This is an optimization exercise on Yosys and OpenROAD, whose aim is small area, not a production implementation.
Where RTL was checked, it was by simulation tests only, not by an equivalence proof against the original.
No activity file was given, so power comes from the tool's default toggle rates.

## job 104
// tracking_channel
module tracking_channel (
  input  logic        clk,
  input  logic        rstn,
  input  logic        if_sign,
  input  logic        if_mag,
  input  logic        pre_tic_enable,
  input  logic        tic_enable,
  input  logic [28:0] carr_nco_fc,
  input  logic [27:0] code_nco_fc,
  input  logic [9:0]  prn_key,
  input  logic        prn_key_enable,
  input  logic [10:0] code_slew,
  input  logic        slew_enable,
  input  logic        epoch_enable,
  input  logic [10:0] epoch_load,
  output logic        dump,
  output logic signed [15:0] i_early,
  output logic signed [15:0] q_early,
  output logic signed [15:0] i_prompt,
  output logic signed [15:0] q_prompt,
  output logic signed [15:0] i_late,
  output logic signed [15:0] q_late,
  output logic [31:0] carrier_val,
  output logic [20:0] code_val,
  output logic [10:0] epoch,
  output logic [10:0] epoch_check,
  output logic        test_point_01,
  output logic        test_point_02,
  output logic        test_point_03
);
Settings: LEC_CHECK=0, CAP_MARGIN=20, CORE_MARGIN=2, CORE_UTILIZATION=55, SLEW_MARGIN=20, SYNTH_HIERARCHICAL=1; clock period 10.0 ns.
standard.sh (not shown) runs the stock make flow with config.mk's settings and CLKGATE_MAP_FILE= SYNTH_SCRIPT=/design/flow/synth_recipe.tcl, a recipe that flattens the netlist after the stock synthesis.
==> flow/flow/run.sh <==
#!/bin/bash
# Layout flow: the standard ORFS flow (standard.sh, unchanged synthesis),
# with two settings changed:
#  - every input and output port still gets its own buffer, but a small
#    buf_1 instead of the default delay buffer (repair may resize it);
#  - clock tree: no dummy loads, smaller clock buffers.
# Each tool's full output is kept in orfs/logs; make's output in standard.log.
set -euo pipefail
export BUFFER_PORTS_ARGS="-buffer_cell sky130_fd_sc_hd__buf_1"
export CTS_ARGS="-sink_clustering_enable -repair_clock_nets -dont_use_dummy_load -buf_list sky130_fd_sc_hd__clkbuf_8 -sink_clustering_size 16 -sink_clustering_max_diameter 60"
bash standard.sh > standard.log 2>&1
Job 104 completed; timing, DRC and antenna clean
Setup changes, job 104 to job 105
-- flow/flow/run.sh --
<<< job 104, line 10
export CTS_ARGS="-sink_clustering_enable -repair_clock_nets -dont_use_dummy_load -buf_list sky130_fd_sc_hd__clkbuf_8 -sink_clustering_size 16 -sink_clustering_max_diameter 60"
>>> job 105, line 10
export CTS_ARGS="-sink_clustering_enable -repair_clock_nets -dont_use_dummy_load -buf_list sky130_fd_sc_hd__clkbuf_8 -sink_clustering_size 24 -sink_clustering_max_diameter 45"
Findings:
- Job 104 → job 105: non-filler instance count after layout saw an increase, highest achievable clock rate shows a reduction of about 0.9%, via count increased about 0.47%, final hold slack flat, sequential power was more or less identical.
- Compared with job 104, in job 105 clock-buffer cell count has increased; relative area of non-clock buffer cells in the final design has remained practically unchanged.


Another version of the RTL of tracking_channel (not shown whole).
Size: roughly 270 I/O pins.
==> flow/config.mk <==
export PLATFORM = sky130hd
export DESIGN_NAME = tracking_channel
export DESIGN_NICKNAME = tracking_channel
export VERILOG_FILES = /design/flow/design.v
export SDC_FILE = /design/flow/constraint.sdc
export NUM_CORES = 4
export LEC_CHECK = 0
export CAP_MARGIN = 20
export CORE_MARGIN = 2
export CORE_UTILIZATION = 40
export SLEW_MARGIN = 20
export SYNTH_HIERARCHICAL = 1
==> flow/constraint.sdc <==
create_clock -name core_clock -period 10.0 [get_ports {clk}]
set_input_delay 2.0000 -clock core_clock [delete_from_list [all_inputs] [get_ports {clk}]]
set_output_delay 2.0000 -clock core_clock [all_outputs]
set_load 0.01 [all_outputs]
==> flow/flow/run.sh <==
#!/bin/bash
# Layout flow: the standard ORFS flow (standard.sh, unchanged synthesis),
# with two settings changed:
#  - every input and output port still gets its own buffer, but a small
#    buf_1 instead of the default delay buffer (repair may resize it);
#  - clock tree: no dummy loads, smaller clock buffers.
# Each tool's full output is kept in orfs/logs; make's output in standard.log.
set -euo pipefail
export BUFFER_PORTS_ARGS="-buffer_cell sky130_fd_sc_hd__buf_1"
export CTS_ARGS="-sink_clustering_enable -repair_clock_nets -dont_use_dummy_load -buf_list {sky130_fd_sc_hd__clkbuf_4 sky130_fd_sc_hd__clkbuf_8}"
bash standard.sh > standard.log 2>&1
Rerun with:
--- a/flow/flow/run.sh
+++ b/flow/flow/run.sh
@@ -10 +10 @@
-export CTS_ARGS="-sink_clustering_enable -repair_clock_nets -dont_use_dummy_load -buf_list {sky130_fd_sc_hd__clkbuf_4 sky130_fd_sc_hd__clkbuf_8}"
+export CTS_ARGS="-sink_clustering_enable -repair_clock_nets -dont_use_dummy_load -buf_list sky130_fd_sc_hd__clkbuf_8 -sink_clustering_size 20 -sink_clustering_max_diameter 80"
Global-route usage went down by 0.66 points; via count decreases by 2.5%; sequential cell count does not change; worst setup slack improves by 0.085 ns; power drops by 8.5%; synthesized cell count is unchanged.
No functional check of the RTL was part of any run of this note.

## afterwards: timing with drivers on the ports
How much do the figures lean on ideal ports? The routed layouts below were timed once more, with nothing changed but the port constraints. Step 1 assumes that a clkbuf_16 drives the clock port and a buf_2 every other input. Step 2, shift: input delay + t, output delay - t, t = (earliest + latest rising clock arrival at the registers) / 2. This alone moves slack from input paths to output paths. a / b / c = ideal ports / drivers / drivers and shift; a / b = the first two.
| run | t, ns | slack for setup (ns) | latest minus earliest clock arrival (ns) |
|---|---|---|---|
| job 104 | 0.586 | 1.113 / 1.113 / 1.113 | 0.050 / 0.050 |
| job 105 | 0.603 | 1.029 / 1.029 / 1.029 | 0.053 / 0.053 |
| the first run of note 2 | 0.658 | 0.195 / 0.221 / -0.437 | 0.068 / 0.068 |
| the second run of note 2 | 0.665 | 0.280 / 0.314 / -0.352 | 0.059 / 0.059 |
With both steps, setup timing fails in the first run of note 2 and the second run of note 2, where it was met with ideal ports.
